Context: an optimization exercise on an open-source flow, tuned for small area. The choices shown serve that exercise and are no tape-out recipe.
For this run, only the layout was checked, not whether the RTL still works.

**flow/config.mk**
```make
export PLATFORM = sky130hd
export DESIGN_NAME = fft_8point
export DESIGN_NICKNAME = fft_8point
export VERILOG_FILES = /design/flow/design.v
export SDC_FILE = /design/flow/constraint.sdc
export NUM_CORES = 4
export LEC_CHECK = 0
export CAP_MARGIN = 20
export CORE_MARGIN = 2
export CORE_UTILIZATION = 40
export SLEW_MARGIN = 20
```
**flow/constraint.sdc**
```tcl
create_clock -name core_clock -period 10.0 [get_ports {clk}]
set_input_delay 2.0000 -clock core_clock [delete_from_list [all_inputs] [get_ports {clk}]]
set_output_delay 2.0000 -clock core_clock [all_outputs]
set_load 0.01 [all_outputs]
```
**flow/design.v**
```verilog
module fft_8point(
    input clk,
    input rst,
    input  signed [15:0] x_real_0, input signed [15:0] x_imag_0,
    input  signed [15:0] x_real_1, input signed [15:0] x_imag_1,
    input  signed [15:0] x_real_2, input signed [15:0] x_imag_2,
    input  signed [15:0] x_real_3, input signed [15:0] x_imag_3,
    input  signed [15:0] x_real_4, input signed [15:0] x_imag_4,
    input  signed [15:0] x_real_5, input signed [15:0] x_imag_5,
    input  signed [15:0] x_real_6, input signed [15:0] x_imag_6,
    input  signed [15:0] x_real_7, input signed [15:0] x_imag_7,
    output signed [15:0] X_real_0, output signed [15:0] X_imag_0,
    output signed [15:0] X_real_1, output signed [15:0] X_imag_1,
    output signed [15:0] X_real_2, output signed [15:0] X_imag_2,
    output signed [15:0] X_real_3, output signed [15:0] X_imag_3,
    output signed [15:0] X_real_4, output signed [15:0] X_imag_4,
    output signed [15:0] X_real_5, output signed [15:0] X_imag_5,
    output signed [15:0] X_real_6, output signed [15:0] X_imag_6,
    output signed [15:0] X_real_7, output signed [15:0] X_imag_7
);
    reg signed [15:0] stage1_real [7:0], stage1_imag [7:0];
    reg signed [15:0] stage2_real [7:0], stage2_imag [7:0];
    reg signed [15:0] stage3_real [7:0], stage3_imag [7:0];
    wire signed [15:0] W_real_0, W_real_1, W_real_2, W_real_3;
    wire signed [15:0] W_imag_0, W_imag_1, W_imag_2, W_imag_3;
    twiddle_rom tw_rom(
        .W_real_0(W_real_0), .W_real_1(W_real_1), .W_real_2(W_real_2), .W_real_3(W_real_3),
        .W_imag_0(W_imag_0), .W_imag_1(W_imag_1), .W_imag_2(W_imag_2), .W_imag_3(W_imag_3)
    );
    integer i;
    wire signed [15:0] x_real [7:0];
    wire signed [15:0] x_imag [7:0];
    assign x_real[0] = x_real_0; assign x_imag[0] = x_imag_0;
    assign x_real[1] = x_real_1; assign x_imag[1] = x_imag_1;
    assign x_real[2] = x_real_2; assign x_imag[2] = x_imag_2;
    assign x_real[3] = x_real_3; assign x_imag[3] = x_imag_3;
    assign x_real[4] = x_real_4; assign x_imag[4] = x_imag_4;
    assign x_real[5] = x_real_5; assign x_imag[5] = x_imag_5;
    assign x_real[6] = x_real_6; assign x_imag[6] = x_imag_6;
    assign x_real[7] = x_real_7; assign x_imag[7] = x_imag_7;
    always @(posedge clk or posedge rst) begin
        if (rst) begin
            for (i = 0; i < 8; i = i + 1) begin
                stage1_real[i] <= 0;
                stage1_imag[i] <= 0;
            end
        end else begin
            for (i = 0; i < 4; i = i + 1) begin
                stage1_real[i]     <= x_real[i] + x_real[i+4];
                stage1_imag[i]     <= x_imag[i] + x_imag[i+4];
                stage1_real[i+4]   <= x_real[i] - x_real[i+4];
                stage1_imag[i+4]   <= x_imag[i] - x_imag[i+4];
            end
        end
    end
    wire signed [15:0] mult2_out_real [1:0], mult2_out_imag [1:0];
    genvar g;
    generate
        for (g = 0; g < 2; g = g + 1) begin : g_stage2_mult
            complex_mult u_mult2(
                .a_real(stage1_real[g+6]), .a_imag(stage1_imag[g+6]),
                .b_real(W_real_2), .b_imag(W_imag_2),
                .out_real(mult2_out_real[g]), .out_imag(mult2_out_imag[g])
            );
        end
    endgenerate
    always @(posedge clk or posedge rst) begin
        if (rst) begin
            for (i = 0; i < 8; i = i + 1) begin
                stage2_real[i] <= 0;
                stage2_imag[i] <= 0;
            end
        end else begin
            for (i = 0; i < 2; i = i + 1) begin
                stage2_real[i]     <= stage1_real[i] + stage1_real[i+2];
                stage2_imag[i]     <= stage1_imag[i] + stage1_imag[i+2];
                stage2_real[i+2]   <= stage1_real[i] - stage1_real[i+2];
                stage2_imag[i+2]   <= stage1_imag[i] - stage1_imag[i+2];
                stage2_real[i+4]   <= stage1_real[i+4] + mult2_out_real[i];
                stage2_imag[i+4]   <= stage1_imag[i+4] + mult2_out_imag[i];
                stage2_real[i+6]   <= stage1_real[i+4] - mult2_out_real[i];
                stage2_imag[i+6]   <= stage1_imag[i+4] - mult2_out_imag[i];
            end
        end
    end
    wire signed [15:0] E_real [3:0], E_imag [3:0];
    wire signed [15:0] O_real [3:0], O_imag [3:0];
    assign E_real[0] = stage2_real[0]; assign E_imag[0] = stage2_imag[0];
    assign E_real[1] = stage2_real[4]; assign E_imag[1] = stage2_imag[4];
    assign E_real[2] = stage2_real[2]; assign E_imag[2] = stage2_imag[2];
    assign E_real[3] = stage2_real[6]; assign E_imag[3] = stage2_imag[6];
    assign O_real[0] = stage2_real[1]; assign O_imag[0] = stage2_imag[1];
    assign O_real[1] = stage2_real[5]; assign O_imag[1] = stage2_imag[5];
    assign O_real[2] = stage2_real[3]; assign O_imag[2] = stage2_imag[3];
    assign O_real[3] = stage2_real[7]; assign O_imag[3] = stage2_imag[7];
    wire signed [15:0] Wr [3:0], Wi [3:0];
    assign Wr[0] = W_real_0; assign Wi[0] = W_imag_0;
    assign Wr[1] = W_real_1; assign Wi[1] = W_imag_1;
    assign Wr[2] = W_real_2; assign Wi[2] = W_imag_2;
    assign Wr[3] = W_real_3; assign Wi[3] = W_imag_3;
    wire signed [15:0] mult3_out_real [3:0], mult3_out_imag [3:0];
    generate
        for (g = 0; g < 4; g = g + 1) begin : g_stage3_mult
            complex_mult u_mult3(
                .a_real(O_real[g]), .a_imag(O_imag[g]),
                .b_real(Wr[g]), .b_imag(Wi[g]),
                .out_real(mult3_out_real[g]), .out_imag(mult3_out_imag[g])
            );
        end
    endgenerate
    always @(posedge clk or posedge rst) begin
        if (rst) begin
            for (i = 0; i < 8; i = i + 1) begin
                stage3_real[i] <= 0;
                stage3_imag[i] <= 0;
            end
        end else begin
            for (i = 0; i < 4; i = i + 1) begin
                stage3_real[i]     <= E_real[i] + mult3_out_real[i];
                stage3_imag[i]     <= E_imag[i] + mult3_out_imag[i];
                stage3_real[i+4]   <= E_real[i] - mult3_out_real[i];
                stage3_imag[i+4]   <= E_imag[i] - mult3_out_imag[i];
            end
        end
    end
    assign X_real_0 = stage3_real[0]; assign X_imag_0 = stage3_imag[0];
    assign X_real_1 = stage3_real[1]; assign X_imag_1 = stage3_imag[1];
    assign X_real_2 = stage3_real[2]; assign X_imag_2 = stage3_imag[2];
    assign X_real_3 = stage3_real[3]; assign X_imag_3 = stage3_imag[3];
    assign X_real_4 = stage3_real[4]; assign X_imag_4 = stage3_imag[4];
    assign X_real_5 = stage3_real[5]; assign X_imag_5 = stage3_imag[5];
    assign X_real_6 = stage3_real[6]; assign X_imag_6 = stage3_imag[6];
    assign X_real_7 = stage3_real[7]; assign X_imag_7 = stage3_imag[7];
endmodule
module twiddle_rom(
    output signed [15:0] W_real_0, W_real_1, W_real_2, W_real_3,
    output signed [15:0] W_imag_0, W_imag_1, W_imag_2, W_imag_3
);
    assign W_real_0 = 16'sh7FFF; assign W_imag_0 = 16'sh0000;  
    assign W_real_1 = 16'sh5A82; assign W_imag_1 = 16'shA57E;  
    assign W_real_2 = 16'sh0000; assign W_imag_2 = 16'sh8000;  
    assign W_real_3 = 16'shA57E; assign W_imag_3 = 16'shA57E;  
endmodule
module complex_mult(
    input signed [15:0] a_real, a_imag, b_real, b_imag,
    output signed [15:0] out_real, out_imag
);
    wire signed [31:0] real_part, imag_part;
    assign real_part = (a_real * b_real - a_imag * b_imag) >>> 15;
    assign imag_part = (a_real * b_imag + a_imag * b_real) >>> 15;
    assign out_real = real_part[15:0];
    assign out_imag = imag_part[15:0];
endmodule
```
**flow/run.sh**
```bash
#!/bin/bash
# synth_recipe.tcl (not shown) runs the flow's synth.tcl, then flattens the netlist and writes it again
# the make line also repeats each setting of config.mk as NAME=value (left out here)
make -C /OpenROAD-flow-scripts/flow DESIGN_CONFIG=/design/flow/config.mk WORK_HOME=/design/flow/orfs CLKGATE_MAP_FILE= SYNTH_SCRIPT=/design/flow/synth_recipe.tcl finish
```
==> flow_summary.yaml <==
outcome:
  status: "complete, no violations"
synth:
  yosysTopAreaCellShare_pct: 22.6
  synth_area_per_cell_um2: 9.34
  synth_edf_count: 0
  async_flop_share_pct: 100
  synth-seq-cells: 744
  synth_xor_area_share_pct: 9.51
  syn_area_um2: 98500
  synthFlopType: "dfrtp_1"
  synth_nets: 13500
  yosys.area_share.simple_pct: 9.63
  synth_cells: 10500
  synthMuxAreaShare_pct: 0.248
  synth.distinct_cells: 89
  synth-warning-count: 13
  seq_area_frac_synth_pct: 18.9
  synthAdderAreaFrac_pct: 41.0
  synth_top_family_by_area: "adder cells"
  yosysTopAreaCell: "ha_1"
  synth_compound_area_share_pct: 11.6
  yosys-top-cells-area: "ha_1 (23%), dfrtp_1 (19%), fa_1 (18%), inv_1 (8.4%), xnor2_1 (6.8%)"
place:
  portBuffers: 513
  hpwl_mm: 270
  placed_cells: 14200
  dp_worst_setup_slack_ps: 459
  gp_congestion: 0.985
global_route:
  grt_pass1_wl_mm: 472
  grt_antenna_before_repair: 56
  grt_pass1_vias: 75800
  grt_use_total_pct: 24.9
  grt_max_degree: 158
  grt_overflow_total: 0
sta:
  max_slew_margin_pct: 26.0
  min_period_ps: 9360
  setup_viol: 0
  final-max-slew-violation-count: 0
  tightest_slew_ps: 1100
  clock.fmax_mhz: 107
  fin_skew_ps: 58.7
  setup_ws_ps: 635
  fin_setup_tns_ps: 0
  hold_slack_ps: 686
  fin_crit_sh_pct: 93.6
  rsz0062_at_grt: "no"
  hold_viol: 0
cells_and_area:
  final_nets: 14000
  areaGrowthSynthToFinish_pct: 13.2
  layout.cells.non_filler: 14400
  final_cell_mix: "inv_1 (2214), ha_1 (1780), fa_1 (904)"
  drive_above_1_share_pct: 3.56
  layout_commonest_cell: "inv_1"
floorplanning:
  core_area_um2: 245000
  dieArea_um2: 250000
  fp-row-count: 182
  fp.dieW_um: 500
  die_h_um: 500
  start_util_pct: 40.2
  io_pins: 514
routing:
  drc: 0
  routed_wl_mm: 312
  drt-pass1-iter-count: 8
  drt-initial-drc-count: 4785
  vias_per_cell: 5.13
  final_antenna_net_count: 0
  drt-wirelength-per-cell_um: 21.7
  num_vias: 74000
setup_path:
  critical_path_arrival_ps: 9960
  max_stage_delay_ps: 520
  cp-start-kind: "flop"
  slowest_stage: "fa_1"
  critPathRequiredTime_ps: 10590
  critPathMostFrequentCell: "fa_1"
  cp_max_fo: 9
  endpoint_kind: "flop"
  crit_type: "reg -> reg"
clocking:
  cts_buffers: 99
  clk_pin_slew_ps: 60
  root_buffer: "clkbuf_16"
  cts-htree-levels: 3
  cts_tree: "yes"
  clock_path_buffers: 3
  clock-sinks: 744
  clk_latency_ps: 790
run:
  cap_viol_max_count: 0
hold_path:
  hold_class: "reg -> reg"
==> metal layers <==
| layer | up-vias | GRT usage, % | share of wire (%) |
|---|---|---|---|
| li1 | 35300 | - | - |
| met5 | - | 0 | 0.026 |
| met4 | 10 | 10.5 | 4.3 |
| met3 | 344 | 2.66 | 4.2 |
| met2 | 1724 | 39.5 | 46 |
| met1 | 36600 | 34.5 | 46 |
==> metrics by stage <==
stage | cell area [µm²] | util, %
3_5_place_dp | 108000 | 43.9
6_report | 112000 | 45.5
3_3_place_gp | 108000 | 43.9
2_1_floorplan | 98500 | -
4_1_cts | 111000 | 45.4
5_1_grt | 111000 | 45.5
==> sequential cells by signal (all words and copies together), names as in the netlist <==
| signal | cells |
|---|---|
| stage3_imag | 124 |
| stage2_real | 124 |
| stage1_real | 124 |
| stage2_imag | 124 |
| stage3_real | 124 |
| stage1_imag | 124 |
==> cell usage after synthesis (18+ instances only) <==
library cell     n
inv_1         2216
ha_1          1780
fa_1           904
xnor2_1        767
dfrtp_1        744
a21oi_1        586
nor2_1         459
nand2_1        327
o21ai_0        315
xor2_1         287
nor3_1         254
nor2b_1        164
o21bai_1       152
nand3_1        137
clkbuf_1       132
a21o_1         118
nand2b_1       109
and3_1          90
or2_2           75
a31oi_1         72
or3_1           57
o211ai_1        56
a211oi_1        53
o21a_1          52
o31ai_1         39
o311ai_0        36
and2_1          34
nor4_1          33
nor3b_1         32
nand4_1         31
nand3b_1        25
a2111oi_0       24
a211o_1         23
o31a_1          22
a31o_2          21
mux2i_1         21
a2111o_1        19
a221oi_1        18
==> cell families after synthesis <==
| group | Yosys count |
|---|---|
| buffers and inverters | 2378 |
| DFF | 744 |
| AOI/OAI and AO/OA | 1773 |
| muxes | 24 |
| adders and majority gates | 2684 |
| and+or+nand+nor | 1878 |
| xor gates and xnor gates | 1060 |
==> worst max-delay path: cells and delay by family (launching register included) <==
| kind | cells | cell delay, ps |
|---|---|---|
| compound gates | 12 | 2630 |
| xor+xnor | 3 | 510 |
| fa+ha+maj | 9 | 4110 |
| buf+inv | 5 | 450 |
| flops | 1 | 390 |
| simple gates | 8 | 1060 |
==> area by class of cell <==
class / count / area (µm²)
fillers: 23300 / 134000
well taps: 3220 / 4030
clock inverters: 73 / 1080
multi-input cells: 7419 / 71000
clock buffers: 110 / 2570
repair buffers: 593 / 5810
flip-flops and latches: 744 / 18600
inverters: 2220 / 8340
diodes: 43 / 108
==> final timing paths <==
check	start	end	slack (ps)	cells past startpoint
worst max-delay path	stage2_real[5][14]	stage3_imag[5][14]	640	37
worst min-delay path	stage2_real[0][4]	stage3_real[0][4]	690	2
worst max register to register	stage2_real[5][14]	stage3_imag[5][14]	640	37
min in group asynchronous	rst	stage1_imag[0][15]	1750	3
worst min register to register	stage2_real[0][4]	stage3_real[0][4]	690	2
max in group asynchronous	rst	stage2_real[5][6]	6600	4
==> timing repair <==
action	CTS	global route
gates resized for setup	0	16
endpoints found under the setup margin	0	13
buffers inserted	0	0
hold buffers	0	0

what the ideal ports hide:
The results above use ideal ports. As a check the final layout listed here was re-extracted and re-timed, cells and wires unchanged.
Step 1, drivers: a clkbuf_16 drives clk and a buf_2 each remaining input, both assumed.
Step 2 adds t to the input delays and takes it off the output delays; t is the mean of the earliest and latest rising clock arrival at the registers after step 1. Input paths then give back, and output paths get back, about the clock's delay inside the block.
a / b / c = ideal ports / drivers / drivers and shift; a / b = the first two.
t (ns): 0.853
slack for setup (ns): 0.635 / 0.635 / 0.635
cell pins on the clock port's net: 1
After both steps setup and hold are still met in this run. For this run, drivers alone change the setup slack by 0.000 ns; drivers and shift together by 0.000 ns.
